This is an optimization exercise on Yosys and OpenROAD, whose aim is small area, not a production implementation. Function was checked by simulation only, so behaviour that the tests miss may differ from the original. In every run shown here, the design's own scripts or RTL, not TritonCTS, make the clock network. The clock port is modelled as an ideal driver, which makes a skipped or thinned clock tree look cheaper than it is; a real chip needs a root buffer or a tree. Power is estimated from default activity; no workload was simulated.

File: design/flow/config.mk
export PLATFORM = sky130hd
export DESIGN_NAME = my_uart_top
export DESIGN_NICKNAME = my_uart_top
export VERILOG_FILES = /design/flow/design.v
export SDC_FILE = /design/flow/constraint.sdc
export NUM_CORES = 4
export LEC_CHECK = 0
export CAP_MARGIN = 20
export CORE_MARGIN = 2
export CORE_UTILIZATION = 40
export SLEW_MARGIN = 20
File: design/flow/constraint.sdc
create_clock -name core_clock -period 10.0 [get_ports {FPGA_CLK}]
set_input_delay 2.0000 -clock core_clock [delete_from_list [all_inputs] [get_ports {FPGA_CLK}]]
set_output_delay 2.0000 -clock core_clock [all_outputs]
set_load 0.01 [all_outputs]
File: design/flow/design.v
module speed_select #(parameter [12:0] C = 13'd0, parameter [12:0] G = 13'h1fff,
                      parameter [12:0] D = 13'd0, parameter [12:0] DM = 13'h1fff,
                      parameter [12:0] D2 = 13'd0, parameter [12:0] DM2 = 13'h1fff,
                      parameter [3:0] LP = 4'd0, parameter KX = 1'b0)
                    (input clk, input rst_n, input bps_start, output clk_bps, output clk_bps_d2);
	reg [12:0] q;
	wire [11:0] nat = q[12:1] ^ G[11:0];
	wire [12:0] force_c = G & {13{~bps_start}};
	wire [11:0] n = (nat & ~force_c[11:0]) | (C[11:0] & force_c[11:0]);
	function lit(input integer j, input p);
		lit = p ? (G[j-1] ? n[j-1] : ~q[j]) : q[j];
	endfunction
	wire h = q[0] ^ KX ^ ((lit(1, LP[0]) & lit(7, LP[1]) & lit(8, LP[2])) | lit(5, LP[3]));
	wire n12 = force_c[12] ? C[12] : h;
	always @(posedge clk) q <= {n12, n};
	assign clk_bps = ((q ^ D) & DM) == 13'd0;
	assign clk_bps_d2 = ((q ^ D2) & DM2) == 13'd0;
endmodule
module my_uart_rx(input clk, input rst_n, input rs232_rx, input clk_bps, input clk_bps_d2,
                  output reg [7:0] rx_data, output reg rx_int, output fire);
	reg rx0, rx1, z;
	wire neg = z & ~rx1 & ~rx0;
	always @(posedge clk or negedge rst_n)
		if (!rst_n) begin
			rx0 <= 1'b0;
			rx1 <= 1'b0;
			z <= 1'b0;
		end
		else begin
			rx0 <= rs232_rx;
			rx1 <= rx0;
			z <= rx1 & (rx0 | z);
		end
	reg [3:0] num;
	wire fin = num[3] & num[2] & num[1] & ~num[0];    
	assign fire = num[3] & ~num[2] & num[1];           
	wire post12 = num[3] & num[2] & ~num[1];           
	always @(posedge clk or negedge rst_n)
		if (!rst_n) rx_int <= 1'b0;
		else rx_int <= neg | (rx_int & ~fin);
	always @(posedge clk or negedge rst_n)
		if (!rst_n) num <= 4'b1001;
		else if (fire | (fin & neg)) num <= 4'b1001;
		else if ((rx_int & clk_bps) | post12 | fin) num <= num - 1'b1;
	wire wr = clk_bps_d2 & ~num[3];
	wire [3:0] lo = {num[1] & num[0], num[1] & ~num[0], ~num[1] & num[0], ~num[1] & ~num[0]};
	wire [7:0] we = {{4{wr & ~num[2]}} & {lo[0], lo[1], lo[2], lo[3]}, {4{wr & num[2]}} & {lo[0], lo[1], lo[2], lo[3]}};
	genvar j;
	generate for (j = 0; j < 8; j = j + 1) begin : w
		always @(posedge clk)
			if (we[j]) rx_data[j] <= rx1;
	end endgenerate
endmodule
module my_uart_tx(input clk, input rst_n, input [7:0] rx_data, input fire, input clk_bps,
                  output rs232_tx, output reg tx_en);
	reg [3:0] num;
	reg tx_r;
	wire fin = num[3] & ~num[1] & num[0];    
	always @(posedge clk or negedge rst_n)
		if (!rst_n) tx_en <= 1'b0;
		else tx_en <= fire | (tx_en & ~fin);
	always @(posedge clk)
		if (!tx_en) num <= 4'b1000;
		else if (clk_bps) num <= num - 1'b1;
	always @(posedge clk or negedge rst_n)
		if (!rst_n) tx_r <= 1'b1;
		else if (tx_en & clk_bps) tx_r <= num[3] ? num[2] : rx_data[~num[2:0]];
	assign rs232_tx = tx_r;
endmodule
module my_uart_top(input wire FPGA_CLK, input wire FPGA_RST, input wire UART_RXD, output wire UART_TXD);
	wire rx_int, tx_en, clk_bps1, clk_bps1_d2, clk_bps2, clk_bps2_d2, fire;
	wire [7:0] rx_data;
	speed_select #(.C(13'd8191), .G(13'h1445), .D(13'd1613), .DM(13'h1ff6), .D2(13'd6132), .DM2(13'h1bef), .LP(4'b0011), .KX(1'b1))
		speed_rx(.clk(FPGA_CLK), .rst_n(FPGA_RST), .bps_start(rx_int), .clk_bps(clk_bps1), .clk_bps_d2(clk_bps1_d2));
	my_uart_rx my_uart_rx(.clk(FPGA_CLK), .rst_n(FPGA_RST), .rs232_rx(UART_RXD), .clk_bps(clk_bps1), .clk_bps_d2(clk_bps1_d2),
	                      .rx_data(rx_data), .rx_int(rx_int), .fire(fire));
	speed_select #(.C(13'd8191), .G(13'h115c), .D(13'd4627), .DM(13'h0dff), .D2(13'd7542), .DM2(13'h0fff), .LP(4'b0011), .KX(1'b0))
		speed_tx(.clk(FPGA_CLK), .rst_n(FPGA_RST), .bps_start(tx_en), .clk_bps(clk_bps2), .clk_bps_d2(clk_bps2_d2));
	my_uart_tx my_uart_tx(.clk(FPGA_CLK), .rst_n(FPGA_RST), .rx_data(rx_data), .fire(fire), .clk_bps(clk_bps2),
	                      .rs232_tx(UART_TXD), .tx_en(tx_en));
endmodule
File: design/flow/flow/run.sh
#!/bin/bash
# Layout flow: the standard flow (standard.sh) with three changes made
# through ORFS's own hooks and variables:
#  - after floorplanning, logic cells are set to their smallest drive strength
#    (flow/downsize.tcl); later repair steps upsize what timing, slew or
#    capacitance need;
#  - ports are buffered with buf_1;
#  - the clock tree is built by flow/clock_tree.tcl (run in the CTS step in
#    place of clock_tree_synthesis): the clock port drives a few clkbuf_8,
#    each driving the flip-flops of one region of the layout.
set -euo pipefail
here=$(pwd)
export POST_FLOORPLAN_TCL="$here/flow/restructure.tcl"
export BUFFER_PORTS_ARGS="-buffer_cell sky130_fd_sc_hd__buf_1"
export PRE_CTS_TCL="$here/flow/clock_tree.tcl"
export CLOCK_TREE_BUFFERS=2
bash standard.sh > "$here/standard_flow.log" 2>&1
File: design/flow/flow/clock_tree.tcl
# Sourced by ORFS's cts.tcl before it calls clock_tree_synthesis; replaces that
# command with a one-level tree: the clock port drives CLOCK_TREE_BUFFERS
# clkbuf_8 cells, each driving the clock pins of the flip-flops in one strip
# of the layout (flip-flops sorted by x and split into equal groups). The
# buffers are placed at their group's centre; cts.tcl legalizes them.
rename clock_tree_synthesis orfs_clock_tree_synthesis
proc clock_tree_synthesis { args } {
  set block [ord::get_db_block]
  set db [ord::get_db]
  set nbuf $::env(CLOCK_TREE_BUFFERS)
  set master [$db findMaster sky130_fd_sc_hd__clkbuf_8]
  set clk [$block findNet FPGA_CLK]
  set sinks {}
  foreach it [$clk getITerms] {
    set inst [$it getInst]
    set loc [$inst getLocation]
    lappend sinks [list [lindex $loc 0] [lindex $loc 1] $it]
  }
  set sinks [lsort -integer -index 0 $sinks]
  set n [llength $sinks]
  puts "clock_tree.tcl: $n clock sinks, $nbuf buffers"
  for { set b 0 } { $b < $nbuf } { incr b } {
    set lo [expr { $b * $n / $nbuf }]
    set hi [expr { ($b + 1) * $n / $nbuf - 1 }]
    set grp [lrange $sinks $lo $hi]
    set sx 0; set sy 0
    foreach s $grp { incr sx [lindex $s 0]; incr sy [lindex $s 1] }
    set cx [expr { $sx / [llength $grp] }]
    set cy [expr { $sy / [llength $grp] }]
    set buf [odb::dbInst_create $block $master "clkbuf_leaf_$b"]
    set net [odb::dbNet_create $block "clknet_leaf_$b"]
    $net setSigType CLOCK
    [$buf findITerm A] connect $clk
    [$buf findITerm X] connect $net
    foreach s $grp {
      set it [lindex $s 2]
      $it disconnect
      $it connect $net
    }
    $buf setLocation $cx $cy
    $buf setPlacementStatus PLACED
    puts "clock_tree.tcl: clkbuf_leaf_$b drives [llength $grp] sinks at ($cx, $cy)"
  }
}
File: design/flow/flow/downsize.tcl
# Set every combinational cell to the smallest drive strength of its function.
set dont_use [split $::env(DONT_USE_CELLS)]
set n 0
foreach inst [[ord::get_db_block] getInsts] {
  set m [[$inst getMaster] getName]
  if { ![regexp {^(sky130_fd_sc_hd__)([a-z0-9]+)_([0-9]+)$} $m -> pfx fn drive] } { continue }
  if { [string match "df*" $fn] || [string match "edf*" $fn] || [string match "sdf*" $fn] } { continue }
  if { [string match "*tap*" $fn] || [string match "*fill*" $fn] || [string match "conb" $fn] } { continue }
  foreach d {0 1 2} {
    if { $d >= $drive } { break }
    set cand "${pfx}${fn}_${d}"
    if { [lsearch -exact $dont_use $cand] >= 0 } { continue }
    if { [[ord::get_db] findMaster $cand] eq "NULL" } { continue }
    replace_cell [$inst getName] $cand
    incr n
    break
  }
}
puts "downsize: $n cells set to a smaller drive strength"
File: design/flow/flow/restructure.tcl
# Sourced by ORFS's floorplan.tcl when it is done (POST_FLOORPLAN_TCL).
# Re-map the combinational logic for area with OpenROAD's restructure (ABC),
# twice, then set cells to their smallest drive strength (downsize.tcl).
# ABC gets a copy of the liberty file without the DONT_USE_CELLS cells.
proc write_filtered_lib { src dst dont_use } {
  set pat {}
  foreach c $dont_use { lappend pat [string map {* .*} $c] }
  set re "^([join $pat |])\$"
  set in [open $src r]
  set out [open $dst w]
  set skip 0
  set depth 0
  while { [gets $in line] >= 0 } {
    if { !$skip && [regexp {^\s*cell\s*\(\s*"?([A-Za-z0-9_]+)"?\s*\)} $line -> name] && [regexp $re $name] } {
      set skip 1
      set depth 0
    }
    if { $skip } {
      incr depth [expr { [regexp -all {\{} $line] - [regexp -all {\}} $line] }]
      if { $depth <= 0 && [regexp {\}} $line] } { set skip 0 }
      continue
    }
    puts $out $line
  }
  close $in
  close $out
}
set rdir [file join $::env(OBJECTS_DIR) restructure]
file mkdir $rdir
set rlib [file join $rdir usable.lib]
write_filtered_lib [lindex $::env(LIB_FILES) 0] $rlib [split $::env(DONT_USE_CELLS)]
foreach pass {1 2} {
  restructure -target area -slack_threshold 0 -depth_threshold 0 \
    -liberty_file $rlib \
    -tielo_port sky130_fd_sc_hd__conb_1/LO -tiehi_port sky130_fd_sc_hd__conb_1/HI \
    -work_dir $rdir \
    -abc_logfile [file join $::env(LOG_DIR) restructure_abc_$pass.log]
}
source [file join [file dirname [info script]] downsize.tcl]
File: design/flow/standard.sh
#!/bin/bash
# synth_recipe.tcl (not shown) runs the flow's synth.tcl, then flattens the netlist and writes it again
# the make line also repeats each setting of config.mk as NAME=value (left out here)
make -C /OpenROAD-flow-scripts/flow DESIGN_CONFIG=/design/flow/config.mk WORK_HOME=/design/flow/orfs CLKGATE_MAP_FILE= SYNTH_SCRIPT=/design/flow/synth_recipe.tcl "${@:-finish}"
==> flow_summary.yaml, run 1 <==
status:
  status: "no timing/DRC/antenna violations"
pwr:
  p_clk_share_pct: 17.7
  power_switching_share_pct: 24.5
  p_sw_mw: 0.0851
  internal-power_mw: 0.262
  seq_power_share_pct: 72.7
  p_comb_share_pct: 9.7
  irDropWorstVdd_mv: 0.121
  leakagePower_nw: 0.600
  powerDensity_nw_per_um2: 201
timing:
  finalMaxSlewViolations: 0
  finalCritPeriodShare_pct: 28.8
  slew_headroom_pct: 64.4
  postLayoutSetupSlackWorst_ns: 7.12
  rsz0062_at_grt: "false"
  setup_viol: 0
  clock_skew_ns: 0.00521
  hold_viol: 0
  worst_pin_slew_ns: 0.533
  min_period_ns: 2.88
  hold_ws_ns: 0.341
  fmax_ghz: 0.347
  fin_setup_tns_ns: 0
worst_setup_path:
  cpPeakStageDelay_ns: 0.56
  critPathCaptureType: "primary output"
  crit_path_top_delay_cell: "dfstp_2"
  worstReg2RegEnd: "my_uart_tx.num[3]"
  r2r-start: "speed_tx.q[1]"
  worstPathCellList: "buf_1"
  criticalPathCategory: "register to primary output"
  crit_arrival_ns: 0.88
  critPathRequiredTime_ns: 8.00
  r2r_cells: 8
  crit_path_max_fanout: 2
  critPathLaunchType: "register"
  path_delay_family: "flip-flops"
  reg2reg_slack_ns: 7.89
  path_buf_inv: 1
synth:
  ys_seq_elements: 48
  yosysTopAreaCell: "dfxtp_1"
  yosysSeqAreaShare_pct: 62.0
  syn-cell-area_um2: 1770
  syn_inst: 146
  ys_types: 42
  synth_nets: 155
  synth_top_flop_cell: "dfxtp_1"
  synth_edf_count: 8
  netlist.area_leader.share_pct: 34.0
  synth-async-reset-ratio_pct: 20.8
  yosys_warnings: 4
  avgSynthCellArea_um2: 12.1
  synth.area.top_cells: "dfxtp_1, edfxtp_1, dfrtp_1"
drt:
  firstDrtPassIters: 5
  drt_iter0_markers: 76
  routed_via_density: 5.11
  vias: 1042
  ant_nets: 0
  routed_wl_mm: 2.38
  wl_per_cell_um: 11.7
  drc_errors: 0
placed_design:
  port_buffers: 3
  dp_hpwl_mm: 1.82
  place_congestion: 0.829
  pre_cts_slack_ns: 7.34
  place_area_um2: 1700
cells_and_area:
  n_antenna_cell: 0
  final_nets: 157
  design_area_um2: 1730
  nFillCells: 423
  synthToLayoutAreaGrowth_pct: -1.98
  drive_above_1_share_pct: 3.29
cts:
  clock_latency_ns: 0.17
  postCtsHoldBufs: 0
  post_cts_resized: 0
  clkSlewWorstSetupHoldPaths_ns: 0.13
  post_cts_buffers: 0
min_path:
  hold_end: "speed_tx.q[11]"
  hold_path_startpoint: "speed_tx.q[12]"
  hold_class: "register to register"
  whs_path_depth: 0
global_route:
  overflow: 0
  antenna_found_initial: 0
  grt_use_total_pct: 9.74
  grt_pass1_vias: 970
  grt_max_degree: 25
  grt_pass1_wl_mm: 4.18
floorplan:
  row_count: 24
  core-area_um2: 4290
  initial_core_util_pct: 41.1
  chipHeight_um: 70.4
  die_w_um: 70.4
  io_pins: 4
  die-area_um2: 4960
run:
  cap_violations: 0
[sequential cells by signal, indices dropped and copies added, names as in the netlist, 4 cells and up]
| signal | cells |
|---|---|
| my_uart_rx.num | 4 |
| speed_rx.q | 13 |
| my_uart_rx.rx_data | 8 |
| speed_tx.q | 13 |
| my_uart_tx.num | 4 |
[kinds of logic (layout without fill, tap and decap cells)]
family / after synthesis / count (layout) / share of synthesized area (%)
simple gates: 58 / 46 / 20.0
buf+inv: 8 / 29 / 1.70
flops: 48 / 48 / 62.0
mux: 3 / 0 / 3.12
xor+xnor: 3 / 1 / 1.49
compound gates: 20 / 28 / 7.44
fa+ha+maj: 6 / 0 / 4.25
[layer usage]
| metal | global-route usage [%] | vias up | routed length (µm) |
|---|---|---|---|
| li1 | - | 538 | - |
| met1 | 13.1 | 495 | 1150 |
| met2 | 17.5 | 7 | 1140 |
| met3 | 1.01 | 2 | 58 |
| met4 | 0.855 | 0 | 27 |
| met5 | 0 | - | 0 |
[synthesized netlist by cell type (all sizes together), types with 2 or more instances]
library cell / number
or4: 3
a211oi: 2
o21ai: 5
inv: 6
mux4: 2
and2: 9
dfxtp: 30
a21oi: 4
nand2b: 4
dfstp: 3
or4b: 2
edfxtp: 8
xor2: 2
nor2: 4
ha: 6
nand3: 2
clkbuf: 2
or3: 3
nand2: 19
nor4: 5
dfrtp: 7
[power by group through the flow]
stage | registers (mW) | logic, mW | clock network [mW]
2_1_floorplan | 0.250 | 0.0302 | 0
3_3_place_gp | 0.257 | 0.0334 | 0
3_5_place_dp | 0.257 | 0.0339 | 0
4_1_cts | 0.258 | 0.0341 | 0.0476
5_1_grt | 0.258 | 0.0401 | 0.0713
6_report | 0.252 | 0.0337 | 0.0614
[how the worst max path moves through the flow]
| stage | endpoint | cells past startpoint | from | slack (ns) |
|---|---|---|---|---|
| floorplan | UART_TXD | 0 | my_uart_tx.tx_r | 7.47 |
| global placement | UART_TXD | 1 | my_uart_tx.tx_r | 7.35 |
| detailed placement | UART_TXD | 1 | my_uart_tx.tx_r | 7.34 |
| CTS | UART_TXD | 1 | my_uart_tx.tx_r | 7.34 |
| global route | UART_TXD | 1 | my_uart_tx.tx_r | 7.08 |
| finish | UART_TXD | 1 | my_uart_tx.tx_r | 7.12 |
[area by class of cell]
type                       instances  area, µm²  share of cell area [%]
inverter                          24       90.1                    5.21
buffer                             2       27.5                    1.59
tap                               52       65.1                    3.76
sequential                        48       1090                    63.3
multi-input combinational         75        442                    25.5
timing repair buffer               3       11.3                   0.651
[through the flow]
stage	cells	total power, mW	utilization (%)
after floorplan	146	0.280	-
after CTS	204	0.339	40.3
after global routing	204	0.370	40.3
final	204	0.347	40.3
after detailed placement	202	0.291	39.7
after global placement	202	0.290	39.7
[cell usage in the layout (no fill, tap or decap), types with 2 or more instances in the layout]
cell type	instances
nor3_1	9
buf_1	3
o21ai_0	7
o21a_1	3
or4_1	5
nand4b_1	2
a31oi_1	3
clkbuf_8	2
nand2_1	9
dfxtp_1	30
clkinv_1	24
nand3_1	2
dfstp_2	3
o221ai_1	2
a221oi_1	4
edfxtp_1	8
dfrtp_1	7
nor4_1	3
a21oi_1	2
nor2_1	12
==> inputs of run 2 (changes only) <==
--- a/design/flow/config.mk
+++ b/design/flow/config.mk
@@ -7,5 +7,5 @@
 export LEC_CHECK = 0
 export CAP_MARGIN = 20
 export CORE_MARGIN = 2
-export CORE_UTILIZATION = 40
+export CORE_UTILIZATION = 65
 export SLEW_MARGIN = 20
==> run 2 against run 1 <==
  * Fmax grew 0.43%
  * Total power is essentially flat
  * Die area shrank 37%
  * Largest power group unchanged
  * Hold slack gained 0.0028 ns
  * Sequential power is essentially flat
  * Register-to-register slack is essentially flat
  * Sequential share of layout area grew 1.0 points
  * Still clean
  * Critical path type unchanged
  * Clock power shrank 2%
==> flow_summary.yaml, run 2 <==
cells_and_area:
  drive_above_1_share_pct: 3.29
  n_antenna_cell: 0
  synthToLayoutAreaGrowth_pct: -3.54
  top_regs: "speed_rx.q: 13 flops, speed_tx.q: 13 flops, my_uart_rx.rx_data: 8 flops"
  final_util_pct: 67.5
  final_cell_mix: "dfxtp_1, clkinv_1, nor2_1, nand2_1, nor3_1"
  nFillCells: 221
  final_nets: 157
  finalNonFillerCells: 182
  final_common_cell: "dfxtp_1"
drt:
  wl_per_cell_um: 13.6
  firstDrtPassIters: 5
  wl_met3_um: 63
  drc_errors: 0
  dr.max_layer_used: "met4"
  routed_via_density: 5.86
  drt_iter0_markers: 38
  m1WireLength_mm: 1.14
  routed_wl_mm: 2.48
  vias: 1067
  wl_met2_mm: 1.25
  ant_nets: 0
synth:
  syn-cell-area_um2: 1770
  synth_most_common_cell: "dfxtp_1"
  yosysSeqAreaShare_pct: 62.0
  syn_inst: 146
  synth_nets: 155
  avgSynthCellArea_um2: 12.1
  synth.area.top_cells: "dfxtp_1, edfxtp_1, dfrtp_1"
  synth_edf_count: 8
  netlist_top_cells_count: "dfxtp_1, nand2_1, and2_1"
  synth-async-reset-ratio_pct: 20.8
  synth_top_flop_cell: "dfxtp_1"
  ys_types: 42
  ys_seq_elements: 48
  netlist.area_leader.share_pct: 34.0
  yosysTopAreaCell: "dfxtp_1"
  yosys_warnings: 4
worst_setup_path:
  crit_path_top_delay_cell: "dfstp_2"
  criticalPathCategory: "register to primary output"
  worstPathCellList: "buf_1"
  critPathCaptureType: "primary output"
  crit_arrival_ns: 0.87
  crit_path_max_fanout: 2
  critPathLaunchType: "register"
  path_buf_inv: 1
  critPathRequiredTime_ns: 8.00
  cpPeakStageDelay_ns: 0.55
  path_delay_family: "flip-flops"
timing:
  fmax_ghz: 0.349
  finalMaxSlewViolations: 0
  hold_viol: 0
  fin_setup_tns_ns: 0
  finalCritPeriodShare_pct: 28.7
  rsz0062_at_grt: "false"
  setup_viol: 0
  clock_skew_ns: 0.00282
  slew_headroom_pct: 66.9
  min_period_ns: 2.87
  worst_pin_slew_ns: 0.497
  hold_ws_ns: 0.344
cts:
  post_cts_buffers: 0
  clock_latency_ns: 0.17
  postCtsHoldBufs: 0
  clkSlewWorstSetupHoldPaths_ns: 0.12
  post_cts_resized: 0
global_route:
  grt_pass1_wl_mm: 4.35
  grt_max_degree: 25
  grt_pass1_vias: 1013
  antenna_found_initial: 0
  grt_use_total_pct: 16.5
  overflow: 0
placed_design:
  dp_cells: 180
  port_buffers: 3
  dp_hpwl_mm: 1.84
  place_congestion: 0.879
floorplan:
  row_count: 18
  chipHeight_um: 56.1
  die_w_um: 56.1
  io_pins: 4
  core-area_um2: 2520
  die-area_um2: 3150
  initial_core_util_pct: 70.0
pwr:
  seq_power_share_pct: 72.8
  power_switching_share_pct: 24.5
  irDropWorstVdd_mv: 0.210
  leakagePower_nw: 0.600
  p_comb_share_pct: 9.8
  power_mw: 0.348
  powerDensity_nw_per_um2: 204
  p_clk_share_pct: 17.4
  internal-power_mw: 0.262
  p_sw_mw: 0.0852
run:
  cap_violations: 0
min_path:
  hold_class: "register to register"
status:
  status: "no timing/DRC/antenna violations"
-- run 2: cell counts after synthesis --
No cell type changed its count.
-- run 2: cells by family (layout without fill, tap and decap cells) --
family / after synthesis / in the layout / share of synthesized area [%]
DFF: 48 / 48 / 62.0
buffers and inverters: 8 / 29 / 1.70
and+or+nand+nor: 58 / 46 / 20.0
AOI/OAI and AO/OA: 20 / 28 / 7.44
muxes: 3 / 0 / 3.12
xor gates and xnor gates: 3 / 1 / 1.49
adders and majority gates: 6 / 0 / 4.25
-- run 2: path summary, 6_finish.rpt --
| kind | slack, ns | start | depth (start not counted) | end |
|---|---|---|---|---|
| worst max-delay path | 7.13 | my_uart_tx.tx_r | 1 | UART_TXD |
| worst min-delay path | 0.34 | speed_tx.q[12] | 0 | speed_tx.q[11] |
| worst max register to register | 7.90 | speed_rx.q[5] | 6 | my_uart_rx.num[1] |
| worst min register to register | 0.34 | speed_tx.q[12] | 0 | speed_tx.q[11] |
| max in group asynchronous | 7.90 | FPGA_RST | 1 | my_uart_rx.num[3] |
| min in group asynchronous | 1.74 | FPGA_RST | 1 | my_uart_tx.tx_en |
-- run 2: per-layer routing --
layer,track usage (%),vias up
li1,-,537
met5,0,-
met2,29.7,13
met4,2.04,0
met1,22.3,514
met3,1.40,3
-- run 2: layout make-up --
class / count / area, µm² / area share, %
multi-input combinational: 75 / 442 / 25.9
inverter: 24 / 90.1 / 5.29
buffer: 2 / 27.5 / 1.62
sequential: 48 / 1090 / 64.3
tap: 30 / 37.5 / 2.20
timing repair buffer: 3 / 11.3 / 0.661
-- run 2: through the flow --
step | setup slack [ns] | cell area [µm²]
floorplan | 7.47 | 1770
global placement | 7.35 | 1680
detailed placement | 7.35 | 1680
CTS | 7.35 | 1700
global route | 7.09 | 1700
finish | 7.13 | 1700
-- run 2: power groups by stage --
stage | clock network [mW] | logic [mW] | registers (mW)
floorplan | 0 | 0.0302 | 0.250
detailed placement | 0 | 0.0338 | 0.258
CTS | 0.0476 | 0.0340 | 0.258
global route | 0.0697 | 0.0394 | 0.259
global placement | 0 | 0.0328 | 0.257
finish | 0.0604 | 0.0340 | 0.253
==> inputs of run 3 (changes only) <==
--- a/design/flow/flow/run.sh
+++ b/design/flow/flow/run.sh
@@ -13,5 +13,5 @@
 export POST_FLOORPLAN_TCL="$here/flow/restructure.tcl"
 export BUFFER_PORTS_ARGS="-buffer_cell sky130_fd_sc_hd__buf_1"
 export PRE_CTS_TCL="$here/flow/clock_tree.tcl"
-export CLOCK_TREE_BUFFERS=2
+export CLOCK_TREE_BUFFERS=3
 bash standard.sh > "$here/standard_flow.log" 2>&1
--- a/design/flow/config.mk
+++ b/design/flow/config.mk
@@ -7,5 +7,5 @@
 export LEC_CHECK = 0
 export CAP_MARGIN = 20
 export CORE_MARGIN = 2
-export CORE_UTILIZATION = 65
+export CORE_UTILIZATION = 40
 export SLEW_MARGIN = 20
==> run 3 against run 2 <==
  * Still clean
  * Sequential share of layout area down 1.5 points
  * Combinational power barely moved
  * Total power up 2.7%
  * Synthesized cell count unchanged
  * Sequential cell count unchanged
  * Wire length down 1.9%
  * Sequential power hardly changed
  * Global-route usage is 6.6 points lower
  * Largest cell class unchanged
  * Largest power group unchanged
  * Highest routed layer unchanged
==> flow_summary.yaml, run 3 <==
status:
  status: "no timing/DRC/antenna violations"
drt:
  routed_wl_mm: 2.43
  firstDrtPassIters: 5
  routed_via_density: 5.12
  ant_nets: 0
  wl_per_cell_um: 11.8
  vias: 1050
  drt_iter0_markers: 76
  drc_errors: 0
min_path:
  hold_path_startpoint: "speed_tx.q[12]"
  hold_class: "register to register"
  whs_path_depth: 0
worst_setup_path:
  cpPeakStageDelay_ns: 0.54
  critPathCaptureType: "primary output"
  r2r_cells: 8
  path_delay_family: "flip-flops"
  criticalPathCategory: "register to primary output"
  crit_path_top_delay_cell: "dfstp_2"
  path_buf_inv: 1
  crit_path_max_fanout: 2
  cp.depth: 1
  cp-startpoint: "my_uart_tx.tx_r"
  crit_arrival_ns: 0.84
  critPathRequiredTime_ns: 8.00
  worstPathCellList: "buf_1"
  r2r-start: "speed_tx.q[1]"
  critPathLaunchType: "register"
synth:
  syn_inst: 146
  netlist.area_leader.share_pct: 34.0
  avgSynthCellArea_um2: 12.1
  ys_seq_elements: 48
  yosysTopAreaCell: "dfxtp_1"
  netlist_top_cells_count: "dfxtp_1, nand2_1, and2_1"
  syn-cell-area_um2: 1770
  synth_most_common_cell: "dfxtp_1"
  synth_nets: 155
  synth-async-reset-ratio_pct: 20.8
  synth_edf_count: 8
  ys_types: 42
  yosys_warnings: 4
  synth_top_flop_cell: "dfxtp_1"
  synth.area.top_cells: "dfxtp_1, edfxtp_1, dfrtp_1"
  yosysSeqAreaShare_pct: 62.0
timing:
  fmax_ghz: 0.352
  hold_viol: 0
  slew_headroom_pct: 65.0
  clock_skew_ns: 0.00436
  finalMaxSlewViolations: 0
  worst_pin_slew_ns: 0.526
  setup_viol: 0
  postLayoutSetupSlackWorst_ns: 7.16
  rsz0062_at_grt: "false"
  min_period_ns: 2.84
  finalCritPeriodShare_pct: 28.4
  fin_setup_tns_ns: 0
floorplan:
  die-area_um2: 4960
  core-area_um2: 4290
  io_pins: 4
  die_w_um: 70.4
  row_count: 24
  chipHeight_um: 70.4
  initial_core_util_pct: 41.1
pwr:
  power_mw: 0.357
  powerDensity_nw_per_um2: 205
  seq_power_share_pct: 70.8
  power_switching_share_pct: 24.0
  leakagePower_nw: 0.607
  p_clk_share_pct: 19.7
  p_comb_share_pct: 9.5
  p_sw_mw: 0.0856
  irDropWorstVdd_mv: 0.138
  internal-power_mw: 0.271
global_route:
  antenna_found_initial: 0
  grt_pass1_vias: 969
  grt_use_total_pct: 9.86
  grt_pass1_wl_mm: 4.24
  grt_max_degree: 17
  overflow: 0
cts:
  postCtsHoldBufs: 0
  clkSlewWorstSetupHoldPaths_ns: 0.09
  clock_latency_ns: 0.15
  post_cts_resized: 0
  post_cts_buffers: 0
run:
  cap_violations: 0
cells_and_area:
  final_nets: 158
  n_antenna_cell: 0
  final_common_cell: "dfxtp_1"
  final_cell_mix: "dfxtp_1, clkinv_1, nor2_1, nand2_1, nor3_1"
  nFillCells: 423
  synthToLayoutAreaGrowth_pct: -1.20
  final_util_pct: 40.6
  drive_above_1_share_pct: 3.92
  top_regs: "speed_rx.q: 13 flops, speed_tx.q: 13 flops, my_uart_rx.rx_data: 8 flops"
placed_design:
  place_congestion: 0.829
  pre_cts_slack_ns: 7.34
  port_buffers: 3
  dp_hpwl_mm: 1.82
-- run 3: power groups by stage --
stage               Sequential (mW)  Clock, mW  Combinational, mW
floorplan                     0.250          0             0.0302
global placement              0.257          0             0.0334
detailed placement            0.257          0             0.0339
CTS                           0.258     0.0564             0.0341
global route                  0.258     0.0813             0.0401
finish                        0.253     0.0703             0.0339
-- run 3: per-stage QoR --
| step | instances | area (µm²) | hold slack (ns) |
|---|---|---|---|
| floorplan | 146 | 1770 | 0.310 |
| global placement | 202 | 1700 | 0.313 |
| detailed placement | 202 | 1700 | 0.315 |
| CTS | 205 | 1740 | 0.315 |
| global route | 205 | 1740 | 0.352 |
| finish | 205 | 1740 | 0.333 |
-- run 3: kinds of logic after synthesis --
group	Yosys count	synth area share [%]
AO/OA/AOI/OAI	20	7.44
XOR/XNOR	3	1.49
adder cells (fa/ha/maj)	6	4.25
buffers and inverters	8	1.70
flip-flops	48	62.0
multiplexers	3	3.12
AND/OR/NAND/NOR	58	20.0
-- run 3: metal layers --
metal	share of wire [%]	track usage, %	up-vias	wire length, µm
met3	2.0	1.01	2	48
li1	-	-	540	-
met1	49	13.2	500	1180
met5	0	0	-	0
met4	1.1	1.07	0	27
met2	48	17.7	8	1170
-- run 3: path summary, 6_finish.rpt --
| kind | end | slack (ns) |
|---|---|---|
| min | speed_tx.q[11] | 0.33 |
| max in group asynchronous | my_uart_tx.tx_r | 7.85 |
| min in group asynchronous | my_uart_rx.rx1 | 1.79 |
| min reg2reg | speed_tx.q[11] | 0.33 |
| max reg2reg | my_uart_tx.num[3] | 7.88 |
| max | UART_TXD | 7.16 |
-- run 3: layout make-up --
| type | instances | area (µm²) | area share (%) |
|---|---|---|---|
| flip-flops and latches | 48 | 1090 | 62.8 |
| multi-input cells | 75 | 442 | 25.3 |
| inverters | 24 | 90.1 | 5.17 |
| well taps | 52 | 65.1 | 3.73 |
| plain buffers | 3 | 41.3 | 2.37 |
| repair buffers | 3 | 11.3 | 0.646 |
==> inputs of run 4 (changes only) <==
--- a/design/flow/flow/run.sh
+++ b/design/flow/flow/run.sh
@@ -14,4 +14,5 @@
 export BUFFER_PORTS_ARGS="-buffer_cell sky130_fd_sc_hd__buf_1"
 export PRE_CTS_TCL="$here/flow/clock_tree.tcl"
 export CLOCK_TREE_BUFFERS=3
+export CLOCK_TREE_CELL=sky130_fd_sc_hd__buf_6
 bash standard.sh > "$here/standard_flow.log" 2>&1
--- a/design/flow/flow/clock_tree.tcl
+++ b/design/flow/flow/clock_tree.tcl
@@ -1,6 +1,6 @@
 # Sourced by ORFS's cts.tcl before it calls clock_tree_synthesis; replaces that
 # command with a one-level tree: the clock port drives CLOCK_TREE_BUFFERS
-# clkbuf_8 cells, each driving the clock pins of the flip-flops in one strip
+# CLOCK_TREE_CELL cells, each driving the clock pins of the flip-flops in one strip
 # of the layout (flip-flops sorted by x and split into equal groups). The
 # buffers are placed at their group's centre; cts.tcl legalizes them.
 rename clock_tree_synthesis orfs_clock_tree_synthesis
@@ -8,7 +8,7 @@
   set block [ord::get_db_block]
   set db [ord::get_db]
   set nbuf $::env(CLOCK_TREE_BUFFERS)
-  set master [$db findMaster sky130_fd_sc_hd__clkbuf_8]
+  set master [$db findMaster $::env(CLOCK_TREE_CELL)]
   set clk [$block findNet FPGA_CLK]
   set sinks {}
   foreach it [$clk getITerms] {
==> run 4 against run 3 <==
  * Combinational power is essentially flat
  * Sequential cell count unchanged
  * Fmax rose by 0.84%
  * Die area is the same
  * Global-route usage barely moved
  * Sequential share of layout area grew 0.27 points
  * Clock power down 5.1%
  * Largest power group unchanged
  * Utilization decreased by 0.17 points
  * Synthesized cell count did not move
  * Area after synthesis is the same
  * Cell area fell by 0.43%
==> flow_summary.yaml, run 4 <==
floorplan:
  die_w_um: 70.4
  initial_core_util_pct: 41.1
  die-area_um2: 4960
  chipHeight_um: 70.4
  io_pins: 4
  core-area_um2: 4290
  row_count: 24
min_path:
  hold_class: "register to register"
drt:
  ant_nets: 0
  drc_errors: 0
  routed_wl_mm: 2.40
  vias: 1047
  drt_iter0_markers: 75
  firstDrtPassIters: 5
  wl_per_cell_um: 11.7
  routed_via_density: 5.11
placed_design:
  place_area_um2: 1700
  place_congestion: 0.829
  port_buffers: 3
  dp_hpwl_mm: 1.82
  pre_cts_slack_ns: 7.34
worst_setup_path:
  worstPathCellList: "buf_1"
  critPathCaptureType: "primary output"
  cpPeakStageDelay_ns: 0.54
  critPathRequiredTime_ns: 8.00
  critPathLaunchType: "register"
  path_buf_inv: 1
  crit_path_top_delay_cell: "dfstp_2"
  path_delay_family: "flip-flops"
  crit_path_max_fanout: 2
  crit_arrival_ns: 0.82
  criticalPathCategory: "register to primary output"
cells_and_area:
  final_common_cell: "dfxtp_1"
  final_cell_mix: "dfxtp_1, clkinv_1, nor2_1, nand2_1, nor3_1"
  synthToLayoutAreaGrowth_pct: -1.63
  n_antenna_cell: 0
  design_area_um2: 1740
  final_nets: 158
  top_regs: "speed_rx.q: 13 flops, speed_tx.q: 13 flops, my_uart_rx.rx_data: 8 flops"
  drive_above_1_share_pct: 3.92
  nFillCells: 419
synth:
  ys_seq_elements: 48
  netlist.area_leader.share_pct: 34.0
  netlist_top_cells_count: "dfxtp_1, nand2_1, and2_1"
  yosys_warnings: 4
  yosysTopAreaCell: "dfxtp_1"
  synth_nets: 155
  ys_types: 42
  yosysSeqAreaShare_pct: 62.0
  avgSynthCellArea_um2: 12.1
  synth_edf_count: 8
  synth.area.top_cells: "dfxtp_1, edfxtp_1, dfrtp_1"
  synth-async-reset-ratio_pct: 20.8
  synth_most_common_cell: "dfxtp_1"
  syn-cell-area_um2: 1770
  synth_top_flop_cell: "dfxtp_1"
  syn_inst: 146
timing:
  fmax_ghz: 0.355
  clock_skew_ns: 0.00464
  finalCritPeriodShare_pct: 28.2
  hold_viol: 0
  rsz0062_at_grt: "false"
  worst_pin_slew_ns: 0.528
  fin_setup_tns_ns: 0
  setup_viol: 0
  hold_ws_ns: 0.334
  slew_headroom_pct: 64.8
  min_period_ns: 2.82
  postLayoutSetupSlackWorst_ns: 7.18
  finalMaxSlewViolations: 0
pwr:
  powerDensity_nw_per_um2: 203
  leakagePower_nw: 0.604
  irDropWorstVdd_mv: 0.150
global_route:
  antenna_found_initial: 0
  grt_use_total_pct: 9.83
  grt_max_degree: 17
  overflow: 0
  grt_pass1_vias: 971
  grt_pass1_wl_mm: 4.22
cts:
  post_cts_buffers: 0
  postCtsHoldBufs: 0
  post_cts_resized: 0
  clkSlewWorstSetupHoldPaths_ns: 0.10
  clock_latency_ns: 0.12
run:
  cap_violations: 0
status:
  status: "no timing/DRC/antenna violations"
-- run 4: cell families (layout without fill, tap and decap cells) --
group,count (synthesis),count (layout),synth area share (%)
xor gates and xnor gates,3,1,1.49
adders and majority gates,6,0,4.25
DFF,48,48,62.0
muxes,3,0,3.12
and+or+nand+nor,58,46,20.0
buffers and inverters,8,30,1.70
AOI/OAI and AO/OA,20,28,7.44
-- run 4: cell type report --
class	instances	area [µm²]	share of cell area [%]
Inverter	24	90.1	5.19
Buffer	3	33.8	1.95
Multi-Input combinational cell	75	442	25.4
Timing Repair Buffer	3	11.3	0.648
Sequential cell	48	1090	63.0
Tap cell	52	65.1	3.75
-- run 4: stage by stage --
step	cells	util [%]	total power [mW]
after floorplan	146	-	0.280
after global placement	202	39.7	0.290
after detailed placement	202	39.7	0.291
after CTS	205	40.4	0.345
after global routing	205	40.4	0.376
final	205	40.4	0.353
-- run 4: where the power goes --
part	switching (mW)	total [mW]	internal [mW]
sequential	0.0222	0.253	0.231
combinational	0.0205	0.0337	0.0132
clock	0.0426	0.0667	0.0241
-- run 4: path summary, 6_finish.rpt --
check / from / endpoint / slack, ns / cells after the start
worst max-delay path: my_uart_tx.tx_r / UART_TXD / 7.18 / 1
worst min-delay path: speed_tx.q[12] / speed_tx.q[11] / 0.33 / 0
worst max register to register: speed_tx.q[1] / my_uart_tx.num[3] / 7.88 / 8
worst min register to register: speed_tx.q[12] / speed_tx.q[11] / 0.33 / 0
max in group asynchronous: FPGA_RST / my_uart_tx.tx_r / 7.83 / 1
min in group asynchronous: FPGA_RST / my_uart_rx.rx1 / 1.81 / 1
-- run 4: layer usage --
| metal | global-route usage, % | up-vias | wire, µm |
|---|---|---|---|
| li1 | - | 540 | - |
| met5 | 0 | - | 0 |
| met4 | 0.641 | 0 | 16 |
| met1 | 13.2 | 487 | 1140 |
| met2 | 17.7 | 18 | 1160 |
| met3 | 1.15 | 2 | 88 |
==> inputs of run 5 (changes only) <==
--- a/design/flow/flow/run.sh
+++ b/design/flow/flow/run.sh
@@ -13,6 +13,6 @@
 export POST_FLOORPLAN_TCL="$here/flow/restructure.tcl"
 export BUFFER_PORTS_ARGS="-buffer_cell sky130_fd_sc_hd__buf_1"
 export PRE_CTS_TCL="$here/flow/clock_tree.tcl"
-export CLOCK_TREE_BUFFERS=3
-export CLOCK_TREE_CELL=sky130_fd_sc_hd__buf_6
+export CLOCK_TREE_BUFFERS=2
+export CLOCK_TREE_CELL=sky130_fd_sc_hd__buf_8
 bash standard.sh > "$here/standard_flow.log" 2>&1
==> run 5 against run 4 <==
  * Hold slack improved by 0.0045 ns
  * Global-route usage fell by 0.12 points
  * Register-to-register slack barely moved
  * Wire length fell by 1.2%
  * Sequential cell count did not move
  * Total power fell by 0.45%
  * Critical path depth did not move
  * Setup slack got worse by 0.020 ns
  * Cell area fell by 0.22%
  * Largest cell class unchanged
  * Utilization fell by 0.087 points
==> flow_summary.yaml, run 5 <==
timing:
  finalMaxSlewViolations: 0
  fmax_ghz: 0.352
  finalCritPeriodShare_pct: 28.4
  setup_viol: 0
  slew_headroom_pct: 64.7
  clock_skew_ns: 0.00530
  hold_viol: 0
  fin_setup_tns_ns: 0
  rsz0062_at_grt: "false"
  worst_pin_slew_ns: 0.529
  min_period_ns: 2.84
pwr:
  p_clk_share_pct: 18.6
  seq_power_share_pct: 71.8
  internal-power_mw: 0.267
  power_switching_share_pct: 24.2
  leakagePower_nw: 0.600
  power_mw: 0.352
  p_comb_share_pct: 9.6
  p_sw_mw: 0.0851
  powerDensity_nw_per_um2: 203
  irDropWorstVdd_mv: 0.118
floorplan:
  die-area_um2: 4960
  initial_core_util_pct: 41.1
  chipHeight_um: 70.4
  core-area_um2: 4290
  row_count: 24
  die_w_um: 70.4
  io_pins: 4
drt:
  vias: 1039
  routed_wl_mm: 2.37
  drc_errors: 0
  drt_iter0_markers: 88
  wl_per_cell_um: 11.6
  firstDrtPassIters: 7
  ant_nets: 0
  routed_via_density: 5.09
synth:
  netlist_top_cells_count: "dfxtp_1, nand2_1, and2_1"
  ys_types: 42
  avgSynthCellArea_um2: 12.1
  synth_nets: 155
  syn-cell-area_um2: 1770
  synth.area.top_cells: "dfxtp_1, edfxtp_1, dfrtp_1"
  synth_edf_count: 8
  yosysTopAreaCell: "dfxtp_1"
  synth_top_family_by_area: "simple AND/OR/NAND/NOR gates"
  synth_most_common_cell: "dfxtp_1"
  synth_top_flop_cell: "dfxtp_1"
  synthXorXnorAreaFrac_pct: 1.49
  syn_inst: 146
  ys_seq_elements: 48
  synthAdderAreaFrac_pct: 4.25
  synthMuxAreaShare_pct: 3.12
  yosys_warnings: 4
  yosysSeqAreaShare_pct: 62.0
  synth-async-reset-ratio_pct: 20.8
  netlist.area_leader.share_pct: 34.0
  synth-simple-area-share_pct: 20.0
  synth_compound_area_share_pct: 7.44
cells_and_area:
  n_antenna_cell: 0
  top_regs: "speed_rx.q: 13 flops, speed_tx.q: 13 flops, my_uart_rx.rx_data: 8 flops"
  final_common_cell: "dfxtp_1"
  final_nets: 157
  synthToLayoutAreaGrowth_pct: -1.84
  drive_above_1_share_pct: 3.29
  final_util_pct: 40.4
  final_cell_mix: "dfxtp_1, clkinv_1, nor2_1, nand2_1, nor3_1"
worst_setup_path:
  critPathCaptureType: "primary output"
  crit_path_max_fanout: 2
  critPathRequiredTime_ns: 8.00
  critPathLaunchType: "register"
  cp-startpoint: "my_uart_tx.tx_r"
  r2r-start: "speed_tx.q[1]"
  path_delay_family: "flip-flops"
  crit_arrival_ns: 0.84
  path_buf_inv: 1
  cpPeakStageDelay_ns: 0.55
  worstPathCellList: "buf_1"
  criticalPathCategory: "register to primary output"
  crit_path_top_delay_cell: "dfstp_2"
global_route:
  overflow: 0
  antenna_found_initial: 0
  grt_use_total_pct: 9.70
  grt_pass1_vias: 964
  grt_max_degree: 25
  grt_pass1_wl_mm: 4.17
placed_design:
  port_buffers: 3
  dp_hpwl_mm: 1.82
  place_congestion: 0.829
cts:
  clock_latency_ns: 0.14
  post_cts_buffers: 0
  clkSlewWorstSetupHoldPaths_ns: 0.11
  post_cts_resized: 0
  postCtsHoldBufs: 0
min_path:
  hold_class: "register to register"
  hold_path_startpoint: "speed_tx.q[12]"
run:
  cap_violations: 0
status:
  status: "no timing/DRC/antenna violations"
-- run 5: final timing paths --
path / to / slack [ns] / cells past startpoint
worst max-delay path: UART_TXD / 7.16 / 1
worst min-delay path: speed_tx.q[11] / 0.34 / 0
worst max register to register: my_uart_tx.num[3] / 7.89 / 8
worst min register to register: speed_tx.q[11] / 0.34 / 0
max in group asynchronous: my_uart_rx.num[3] / 7.84 / 1
min in group asynchronous: my_uart_rx.rx1 / 1.79 / 1
-- run 5: cells by family (layout without fill, tap and decap cells) --
family,Yosys count,in the layout
AOI/OAI and AO/OA,20,28
and+or+nand+nor,58,46
buffers and inverters,8,29
DFF,48,48
adders and majority gates,6,0
muxes,3,0
xor gates and xnor gates,3,1
-- run 5: layout make-up --
class	instances	area, µm²
Tap cell	52	65.1
Timing Repair Buffer	3	11.3
Multi-Input combinational cell	75	442
Buffer	2	30.0
Inverter	24	90.1
Fill cell	425	2560
Sequential cell	48	1090
-- run 5: routing by layer --
layer | track usage [%] | wire (µm) | part of all wire [%] | vias to the layer above
met5 | 0 | 0 | 0 | -
met2 | 17.4 | 1140 | 48 | 7
met4 | 0.855 | 27 | 1.1 | 0
met3 | 1.01 | 63 | 2.7 | 2
met1 | 13.1 | 1140 | 48 | 491
li1 | - | - | - | 539
-- run 5: power groups by stage --
stage	combinational [mW]	clock, mW	sequential (mW)
final	0.0336	0.0655	0.252
after global routing	0.0401	0.0749	0.258
after CTS	0.0341	0.0518	0.258
after detailed placement	0.0339	0	0.257
after global placement	0.0334	0	0.257
after floorplan	0.0302	0	0.250
-- run 5: stage by stage --
| stage | hold slack, ns | setup WS, ns | area [µm²] | instances |
|---|---|---|---|---|
| 2_1_floorplan | 0.310 | 7.47 | 1770 | 146 |
| 3_3_place_gp | 0.313 | 7.35 | 1700 | 202 |
| 3_5_place_dp | 0.315 | 7.34 | 1700 | 202 |
| 4_1_cts | 0.315 | 7.34 | 1730 | 204 |
| 5_1_grt | 0.356 | 7.12 | 1730 | 204 |
| 6_report | 0.339 | 7.16 | 1730 | 204 |
==> inputs of run 6 (changes only) <==
--- a/design/flow/flow/run.sh
+++ b/design/flow/flow/run.sh
@@ -1,12 +1,14 @@
 #!/bin/bash
 # Layout flow: the standard flow (standard.sh) with three changes made
 # through ORFS's own hooks and variables:
-#  - after floorplanning, logic cells are set to their smallest drive strength
+#  - after floorplanning, the logic is re-mapped for area (flow/restructure.tcl),
+#    cells that drive nothing are removed and logic cells are set to their
+#    smallest drive strength
 #    (flow/downsize.tcl); later repair steps upsize what timing, slew or
 #    capacitance need;
 #  - ports are buffered with buf_1;
 #  - the clock tree is built by flow/clock_tree.tcl (run in the CTS step in
-#    place of clock_tree_synthesis): the clock port drives a few clkbuf_8,
+#    place of clock_tree_synthesis): the clock port drives a few buffers,
 #    each driving the flip-flops of one region of the layout.
 set -euo pipefail
 here=$(pwd)
==> design/flow/flow/downsize.tcl (replaced) <==
# Remove logic cells whose outputs drive nothing, then set every remaining
# combinational cell to the smallest drive strength of its function.
set block [ord::get_db_block]
set removed 0
set again 1
while { $again } {
  set again 0
  foreach inst [$block getInsts] {
    set m [[$inst getMaster] getName]
    if { ![regexp {^sky130_fd_sc_hd__([a-z0-9]+)_[0-9]+$} $m -> fn] } { continue }
    if { [regexp {^(df|edf|sdf|tap|fill|decap|conb)} $fn] } { continue }
    set outs 0
    set used 0
    foreach it [$inst getITerms] {
      if { ![$it isOutputSignal] } { continue }
      incr outs
      set net [$it getNet]
      if { $net eq "NULL" } { continue }
      if { [llength [$net getBTerms]] > 0 || [llength [$net getITerms]] > 1 } { set used 1 }
    }
    if { $outs > 0 && !$used } {
      foreach it [$inst getITerms] {
        if { [$it isOutputSignal] && [$it getNet] ne "NULL" } {
          set net [$it getNet]
          $it disconnect
          odb::dbNet_destroy $net
        }
      }
      odb::dbInst_destroy $inst
      incr removed
      set again 1
    }
  }
}
puts "downsize: removed $removed cells that drive nothing"
set dont_use [split $::env(DONT_USE_CELLS)]
set n 0
foreach inst [$block getInsts] {
  set m [[$inst getMaster] getName]
  if { ![regexp {^(sky130_fd_sc_hd__)([a-z0-9]+)_([0-9]+)$} $m -> pfx fn drive] } { continue }
  if { [regexp {^(df|edf|sdf|tap|fill|decap|conb)} $fn] } { continue }
  foreach d {0 1 2} {
    if { $d >= $drive } { break }
    set cand "${pfx}${fn}_${d}"
    if { [lsearch -exact $dont_use $cand] >= 0 } { continue }
    if { [[ord::get_db] findMaster $cand] eq "NULL" } { continue }
    replace_cell [$inst getName] $cand
    incr n
    break
  }
}
puts "downsize: $n cells set to a smaller drive strength"
==> run 6 against run 5 <==
  * Cell area is 0.22% lower
  * Synthesized cell count stayed put
  * Sequential cell count stayed put
  * Register-to-register slack better by 0.04 ns
  * Wire length is 3.7% higher
  * Total power is 0.58% higher
  * Still clean on timing, DRC and antenna
  * Combinational power hardly changed
  * Area after synthesis stayed put
  * Fmax hardly changed
  * Critical path type unchanged
  * Sequential power hardly changed
  * Clock skew is 0.0015 ns higher
  * Largest power group unchanged
==> flow_summary.yaml, run 6 <==
placed_design:
  pre_cts_slack_ns: 7.34
  dp_cells: 201
  port_buffers: 3
  place_congestion: 0.814
  place_area_um2: 1700
  dp_hpwl_mm: 1.86
min_path:
  hold_path_startpoint: "speed_tx.q[12]"
  whs_path_depth: 0
  hold_class: "register to register"
  hold_end: "speed_tx.q[11]"
global_route:
  grt_pass1_wl_mm: 4.53
  grt_pass1_vias: 1054
  grt_max_degree: 25
  overflow: 0
  antenna_found_initial: 0
  grt_use_total_pct: 10.5
drt:
  wl_per_cell_um: 12.1
  routed_via_density: 5.07
  routed_wl_mm: 2.46
  firstDrtPassIters: 4
  drc_errors: 0
  drt_iter0_markers: 57
  ant_nets: 0
  vias: 1030
cells_and_area:
  design_area_um2: 1730
  final_nets: 156
  top_regs: "speed_rx.q: 13 flops, speed_tx.q: 13 flops, my_uart_rx.rx_data: 8 flops"
  layout.area.seq_um2: 1090
  final_common_cell: "dfxtp_1"
  finalNonFillerCells: 203
  drive_above_1_share_pct: 3.31
  nFillCells: 411
  synthToLayoutAreaGrowth_pct: -2.06
  final_util_pct: 40.3
  final_cell_mix: "dfxtp_1, clkinv_1, nor2_1, nand2_1, nor3_1"
  multi_input_area_um2: 442
  n_antenna_cell: 0
worst_setup_path:
  crit_path_top_delay_cell: "dfstp_2"
  cpPeakStageDelay_ns: 0.55
  r2r_cells: 8
  critPathRequiredTime_ns: 8.00
  crit_arrival_ns: 0.84
  path_delay_family: "flip-flops"
  criticalPathCategory: "register to primary output"
  worstReg2RegEnd: "my_uart_tx.num[3]"
  reg2reg_slack_ns: 7.93
  crit_path_max_fanout: 2
  critPathCaptureType: "primary output"
  worstPathCellList: "buf_1"
  r2r-start: "speed_tx.q[1]"
  critPathLaunchType: "register"
  path_buf_inv: 1
floorplan:
  io_pins: 4
  die_w_um: 70.4
  die-area_um2: 4960
  initial_core_util_pct: 41.1
  core-area_um2: 4290
  row_count: 24
  chipHeight_um: 70.4
timing:
  hold_ws_ns: 0.341
  finalCritPeriodShare_pct: 28.4
  postLayoutSetupSlackWorst_ns: 7.16
  min_period_ns: 2.84
  hold_viol: 0
  finalMaxSlewViolations: 0
  worst_pin_slew_ns: 0.546
  slew_headroom_pct: 63.6
  fmax_ghz: 0.352
  clock_skew_ns: 0.00677
  setup_viol: 0
  rsz0062_at_grt: "false"
  fin_setup_tns_ns: 0
pwr:
  powerDensity_nw_per_um2: 205
  irDropWorstVdd_mv: 0.129
  power_mw: 0.354
  leakagePower_nw: 0.598
cts:
  clkSlewWorstSetupHoldPaths_ns: 0.12
  postCtsHoldBufs: 0
  clock_latency_ns: 0.14
  post_cts_buffers: 0
  post_cts_resized: 0
synth:
  yosysTopAreaCell: "dfxtp_1"
  netlist_top_cells_count: "dfxtp_1, nand2_1, and2_1"
  synth_nets: 155
  synth_most_common_cell: "dfxtp_1"
  syn-cell-area_um2: 1770
  yosys_warnings: 4
  synth-async-reset-ratio_pct: 20.8
  synth.area.top_cells: "dfxtp_1, edfxtp_1, dfrtp_1"
  netlist.area_leader.share_pct: 34.0
  ys_seq_elements: 48
  synth_edf_count: 8
  yosysSeqAreaShare_pct: 62.0
  synth_top_flop_cell: "dfxtp_1"
  syn_inst: 146
  ys_types: 42
  avgSynthCellArea_um2: 12.1
run:
  cap_violations: 0
status:
  status: "no timing/DRC/antenna violations"
==> run 6: layer usage <==
metal	part of all wire, %	wire length, µm	vias to the layer above	track usage [%]
met5	0	0	-	0
met4	1.3	31	0	1.50
met3	2.6	63	2	0.866
met2	46	1130	9	18.4
met1	50	1240	484	14.5
li1	-	-	535	-
==> run 6: worst max path at each step <==
| stage | start | to | slack [ns] | cells after the start |
|---|---|---|---|---|
| floorplan | my_uart_tx.tx_r | UART_TXD | 7.47 | 0 |
| global placement | my_uart_tx.tx_r | UART_TXD | 7.34 | 1 |
| detailed placement | my_uart_tx.tx_r | UART_TXD | 7.34 | 1 |
| CTS | my_uart_tx.tx_r | UART_TXD | 7.34 | 1 |
| global route | my_uart_tx.tx_r | UART_TXD | 7.11 | 1 |
| finish | my_uart_tx.tx_r | UART_TXD | 7.16 | 1 |
==> run 6: where the power goes <==
| part | internal [mW] | switching (mW) |
|---|---|---|
| clock network | 0.0230 | 0.0441 |
| logic | 0.0130 | 0.0207 |
| registers | 0.230 | 0.0225 |
==> run 6: final cells by class <==
| type | instances | area share, % |
|---|---|---|
| Sequential cell | 48 | 63.3 |
| Multi-Input combinational cell | 75 | 25.5 |
| Inverter | 23 | 4.99 |
| Tap cell | 52 | 3.76 |
| Buffer | 2 | 1.74 |
| Timing Repair Buffer | 3 | 0.651 |
==> run 6: kinds of logic (layout without fill, tap and decap cells) <==
family	Yosys count	in the layout	share of synthesized area [%]
simple gates	58	46	20.0
flops	48	48	62.0
compound gates	20	28	7.44
buf+inv	8	28	1.70
fa+ha+maj	6	0	4.25
xor+xnor	3	1	1.49
mux	3	0	3.12
==> inputs of run 7 (changes only) <==
--- a/design/flow/design.v
+++ b/design/flow/design.v
@@ -7,10 +7,11 @@
 	wire [11:0] nat = q[12:1] ^ G[11:0];
 	wire [12:0] force_c = G & {13{~bps_start}};
 	wire [11:0] n = (nat & ~force_c[11:0]) | (C[11:0] & force_c[11:0]);
-	function lit(input integer j, input p);
-		lit = p ? (G[j-1] ? n[j-1] : ~q[j]) : q[j];
-	endfunction
-	wire h = q[0] ^ KX ^ ((lit(1, LP[0]) & lit(7, LP[1]) & lit(8, LP[2])) | lit(5, LP[3]));
+	wire t1 = LP[0] ? (G[0] ? n[0] : ~q[1]) : q[1];
+	wire t7 = LP[1] ? (G[6] ? n[6] : ~q[7]) : q[7];
+	wire t8 = LP[2] ? (G[7] ? n[7] : ~q[8]) : q[8];
+	wire t5 = LP[3] ? (G[4] ? n[4] : ~q[5]) : q[5];
+	wire h = q[0] ^ KX ^ ((t1 & t7 & t8) | t5);
 	wire n12 = force_c[12] ? C[12] : h;
 	always @(posedge clk) q <= {n12, n};
 	assign clk_bps = ((q ^ D) & DM) == 13'd0;
==> run 7 against run 6 <==
  * Still clean
  * Combinational power decreased by 3%
  * Synthesized cell count is the same
  * Hold slack got worse by 0.0011 ns
  * Die area grew 0.13%
  * Sequential cell count did not move
  * Sequential power about the same
  * Final cell count stayed put
  * Sequential share of layout area is the same
  * Cell area is the same
  * Critical path depth is the same
  * Global-route usage shrank 0.051 points
  * Utilization unchanged
  * Critical path type unchanged
  * Critical endpoint unchanged
  * Largest power group unchanged
==> flow_summary.yaml, run 7 <==
status:
  status: "no timing/DRC/antenna violations"
min_path:
  hold_end: "speed_tx.q[11]"
  hold_path_startpoint: "speed_tx.q[12]"
  hold_class: "register to register"
  whs_path_depth: 0
worst_setup_path:
  crit_path_top_delay_cell: "dfstp_2"
  crit_path_max_fanout: 2
  crit_arrival_ns: 0.83
  cpPeakStageDelay_ns: 0.55
  r2r-start: "speed_tx.q[1]"
  reg2reg_slack_ns: 7.93
  path_delay_family: "flip-flops"
  worstReg2RegEnd: "my_uart_tx.num[3]"
  r2r_cells: 8
  critPathRequiredTime_ns: 8.00
  critPathLaunchType: "register"
  path_buf_inv: 1
  worstPathCellList: "buf_1"
  criticalPathCategory: "register to primary output"
  critPathCaptureType: "primary output"
cts:
  clock_latency_ns: 0.14
  clkSlewWorstSetupHoldPaths_ns: 0.11
  postCtsHoldBufs: 0
  post_cts_buffers: 0
  post_cts_resized: 0
drt:
  ant_nets: 0
  drc_errors: 0
  firstDrtPassIters: 4
  routed_via_density: 5.13
  wl_per_cell_um: 11.8
  vias: 1042
  routed_wl_mm: 2.39
  drt_iter0_markers: 59
synth:
  synth_nets: 155
  yosys_warnings: 4
  syn-cell-area_um2: 1770
  yosysTopAreaCell: "dfxtp_1"
  netlist_top_cells_count: "dfxtp_1, nand2_1, and2_1"
  yosysSeqAreaShare_pct: 61.9
  ys_types: 42
  synth.area.top_cells: "dfxtp_1, edfxtp_1, dfrtp_1"
  netlist.area_leader.share_pct: 34.0
  synth-async-reset-ratio_pct: 20.8
  synth_top_flop_cell: "dfxtp_1"
  synth_edf_count: 8
  syn_inst: 146
  ys_seq_elements: 48
  avgSynthCellArea_um2: 12.1
  synth_most_common_cell: "dfxtp_1"
timing:
  hold_ws_ns: 0.340
  slew_headroom_pct: 63.2
  hold_viol: 0
  finalCritPeriodShare_pct: 28.3
  finalMaxSlewViolations: 0
  fmax_ghz: 0.353
  min_period_ns: 2.83
  setup_viol: 0
  fin_setup_tns_ns: 0
  worst_pin_slew_ns: 0.552
  rsz0062_at_grt: "false"
  clock_skew_ns: 0.00567
placed_design:
  place_area_um2: 1700
  place_congestion: 0.816
  dp_hpwl_mm: 1.82
  port_buffers: 3
cells_and_area:
  n_antenna_cell: 0
  final_nets: 156
  final_util_pct: 40.3
  design_area_um2: 1730
  top_regs: "speed_rx.q: 13 flops, speed_tx.q: 13 flops, my_uart_rx.rx_data: 8 flops"
  drive_above_1_share_pct: 3.31
  final_common_cell: "dfxtp_1"
  final_cell_mix: "dfxtp_1, clkinv_1, nor2_1, nand2_1, nor3_1"
  synthToLayoutAreaGrowth_pct: -2.19
floorplan:
  initial_core_util_pct: 41.2
  core-area_um2: 4290
  io_pins: 4
  row_count: 24
  die_w_um: 70.5
  chipHeight_um: 70.5
  die-area_um2: 4970
global_route:
  grt_pass1_vias: 992
  grt_use_total_pct: 10.5
  grt_pass1_wl_mm: 4.45
  overflow: 0
  grt_max_degree: 25
  antenna_found_initial: 0
run:
  cap_violations: 0
pwr:
  leakagePower_nw: 0.598
  irDropWorstVdd_mv: 0.149
  power_mw: 0.351
  powerDensity_nw_per_um2: 203
run 7: power by group:
| group | switching (mW) | leakage [nW] | internal, mW |
|---|---|---|---|
| logic | 0.0196 | 0.146 | 0.0130 |
| clock network | 0.0425 | 0.0148 | 0.0230 |
| registers | 0.0225 | 0.437 | 0.230 |
| total | 0.0847 | 0.598 | 0.266 |
run 7: logic make-up (layout without fill, tap and decap cells):
group	after synthesis	in the layout	synth area share, %
compound gates	19	28	7.15
mux	3	0	3.11
xor+xnor	3	1	1.49
buf+inv	8	28	1.70
flops	48	48	61.9
fa+ha+maj	6	0	4.25
simple gates	59	46	20.4
run 7: per-stage QoR:
step	worst slack [ns]	cells
after floorplan	7.47	146
after global placement	7.34	201
after detailed placement	7.34	201
after CTS	7.34	203
after global routing	7.11	203
final	7.17	203
run 7: how the worst max path moves through the flow:
stage               startpoint  endpoint  slack (ns)  cells after the start
6_report       my_uart_tx.tx_r  UART_TXD        7.17                      1
5_1_grt        my_uart_tx.tx_r  UART_TXD        7.11                      1
4_1_cts        my_uart_tx.tx_r  UART_TXD        7.34                      1
3_5_place_dp   my_uart_tx.tx_r  UART_TXD        7.34                      1
3_3_place_gp   my_uart_tx.tx_r  UART_TXD        7.34                      1
2_1_floorplan  my_uart_tx.tx_r  UART_TXD        7.47                      0
run 7: area by class of cell:
class	count	area (µm²)
sequential	48	1090
timing repair buffer	3	11.3
inverter	23	86.3
buffer	2	30.0
tap	52	65.1
multi-input combinational	75	442
fill	421	2560
run 7: layer usage:
metal,wire length (µm),track usage (%),share of wire [%],vias to the layer above
met4,18,0.855,0.75,0
met2,1130,18.7,47,9
met5,0,0,0,-
met3,58,0.866,2.4,2
met1,1190,14.4,49,497
li1,-,-,-,534

## static timing again, ports no longer ideal
How much do the figures lean on ideal ports? The routed layouts below were timed once more, with nothing changed but the port constraints.
Step 1, drivers: a clkbuf_16 drives FPGA_CLK and a buf_2 each remaining input, both assumed.
Step 2 also shifts input and output timing later by t, the mid clock arrival at the registers, as if the neighbouring blocks saw the same clock.
Three values: ideal ports, drivers, drivers and shift; two values: the first two.
run | t (ns) | setup WS [ns] | worst register clock-pin slew, ns
run 1 | 0.207 | 7.120 / 7.086 / 7.293 | 0.13 / 0.13
run 2 | 0.204 | 7.132 / 7.100 / 7.303 | 0.12 / 0.12
run 3 | 0.187 | 7.159 / 7.119 / 7.306 | 0.09 / 0.09
run 4 | 0.166 | 7.183 / 7.139 / 7.305 | 0.10 / 0.10
run 5 | 0.176 | 7.163 / 7.123 / 7.299 | 0.11 / 0.11
run 6 | 0.183 | 7.161 / 7.117 / 7.300 | 0.12 / 0.12
run 7 | 0.179 | 7.166 / 7.123 / 7.303 | 0.11 / 0.11
After both steps every run listed still meets setup and hold.
